Context: an optimization exercise on an open-source flow, tuned for small area. The choices shown serve that exercise and are no tape-out recipe. In this exercise RTL edits were held to simulation tests only and were not proved equivalent to the original.

Design processing_element, start of the top module:
module processing_element(activation, weight, out, clk, rst);
parameter NON_ZERO_WEIGHTS = 108,
          SPECIAL_CASE = 0,
          FRACTIONAL_BITS = 8,
          BIT_SIZE = 16;
output reg signed [BIT_SIZE-1:0] out;
input [BIT_SIZE-1:0] activation, weight;
input clk, rst;
reg [23:0] s_n;        
reg [15:0] d1, d2, d3, d4;   
reg [6:0] cnt;       
reg valid;           
wire load = (cnt == 0);
wire [23:0] nxt;
wire one1;
wire two2;
wire neg3;
wire none4;
wire ntwo5;
wire nx6;
wire nx7;
wire nx8;
wire nx9;
wire nx10;
wire nx11;
wire nx12;
wire nx13;
wire nx14;
wire nx15;
wire nx16;
wire nx17;
wire nx18;
wire nx19;
wire nx20;
wire nx21;
wire pp22;
wire pp23;
wire pp24;
wire pp25;
wire pp26;
wire pp27;
wire pp28;
wire pp29;
wire pp30;
wire pp31;
wire pp32;
wire pp33;
wire pp34;
wire pp35;
wire pp36;
wire pp37;
wire pp38;
wire one39;
wire two40;
wire neg41;
wire none42;
wire ntwo43;
wire nx44;
wire nx45;
wire nx46;
wire nx47;
wire nx48;
wire nx49;
wire nx50;
  ...
==> flow/config.mk <==
export PLATFORM = sky130hd
export DESIGN_NAME = processing_element
export DESIGN_NICKNAME = processing_element
export VERILOG_FILES = /design/flow/design.v
export SDC_FILE = /design/flow/constraint.sdc
export NUM_CORES = 4
export LEC_CHECK = 0
export CAP_MARGIN = 0
export CORE_MARGIN = 2
export CORE_UTILIZATION = 40
export CTS_BUF_LIST = sky130_fd_sc_hd__clkbuf_8
export GPL_TIMING_DRIVEN = 0
export SLEW_MARGIN = 0
export SYNTH_HIERARCHICAL = 1
==> flow/constraint.sdc <==
create_clock -name core_clock -period 6.5 [get_ports {clk}]
set_input_delay 1.3000 -clock core_clock [delete_from_list [all_inputs] [get_ports {clk}]]
set_output_delay 1.3000 -clock core_clock [all_outputs]
set_load 0.01 [all_outputs]
standard.sh (not shown) runs the stock make flow with config.mk's settings and CLKGATE_MAP_FILE= SYNTH_SCRIPT=/design/flow/synth_recipe.tcl, a recipe that flattens the netlist after the stock synthesis.
==> flow/flow/run.sh <==
#!/bin/bash
# Standard layout; ports buffered with a small buffer, synthesis buffers removed before placement.
set -euo pipefail
export BUFFER_PORTS_ARGS="-buffer_cell sky130_fd_sc_hd__buf_1"
export REMOVE_ABC_BUFFERS=1
export RECOVER_POWER=100
export CTS_ARGS="-sink_clustering_enable -repair_clock_nets -buf_list sky130_fd_sc_hd__clkbuf_8 -dont_use_dummy_load -sink_buffer_max_cap_derate 1.0"
bash standard.sh > standard_flow.log 2>&1
Next try:
--- a/flow/flow/run.sh
+++ b/flow/flow/run.sh
@@ -7 +7 @@
-export CTS_ARGS="-sink_clustering_enable -repair_clock_nets -buf_list sky130_fd_sc_hd__clkbuf_8 -dont_use_dummy_load -sink_buffer_max_cap_derate 1.0"
+export CTS_ARGS="-sink_clustering_enable -repair_clock_nets -buf_list sky130_fd_sc_hd__clkbuf_8 -dont_use_dummy_load"
Settings changed: CORE_UTILIZATION 40 to 65.
The new run finished with timing, DRC and antenna clean.
Cell count is lower by 9.6%.
Global-route usage is higher by 12 points.
Via count is higher by 4.8%.
Cell area is lower by 1.3%.
Clock-buffer cell count is unchanged.
Hold slack stays flat.
Wire length is higher by 2.5%.
First-iteration DRC count is higher by 100%.
Next try:
Settings changed: CAP_MARGIN 0 to 20, CORE_UTILIZATION 65 to 40, SLEW_MARGIN 0 to 20.
Effect:
- critical path depth rose by 2
- setup slack improves by 0.095 ns
- non-clock buffer count rose by 2
- die area rose by well over a third
- flip-flop and latch count stays the same
- worst hold slack stays flat
- fmax rose slightly
Next try:
--- a/flow/flow/run.sh
+++ b/flow/flow/run.sh
@@ -7 +6,0 @@
-export CTS_ARGS="-sink_clustering_enable -repair_clock_nets -buf_list sky130_fd_sc_hd__clkbuf_8 -dont_use_dummy_load"
What happened: Setup slack stays flat.

[re-timing with driven ports]
How much do the figures lean on ideal ports? The routed layouts below were timed once more, with nothing changed but the port constraints.
Step 1 sets driving cells, clkbuf_16 on the clock port and buf_2 on the other inputs (assumed; they add their load-dependent delay and slew).
Step 2, shift: input delay + t, output delay - t, t = (earliest + latest rising clock arrival at the registers) / 2. This alone moves slack from input paths to output paths.
a / b / c = no drivers / after step 1 / after step 2; a / b = the first two.
| run | t, ns | setup WS [ns] | worst setup path at the end | clock arrival spread, ns | worst data-port slew with drivers (ns) |
|---|---|---|---|---|---|
| the first run | 0.398 | 0.339 / 0.356 / -0.042 | input to register | 0.030 / 0.030 | 0.03 |
| the second run | 0.408 | 0.233 / 0.250 / -0.158 | input to register | 0.036 / 0.036 | 0.04 |
| the third run | 0.401 | 0.328 / 0.342 / -0.059 | input to register | 0.020 / 0.020 | 0.03 |
| the fourth run | 0.407 | 0.328 / 0.342 / -0.065 | input to register | 0.018 / 0.017 | 0.03 |
Met with ideal ports but missed after step 2: setup timing in every run listed. The setup slack of the fourth run, which loses most, moves by +0.014 ns with the drivers and by -0.393 ns with both steps.
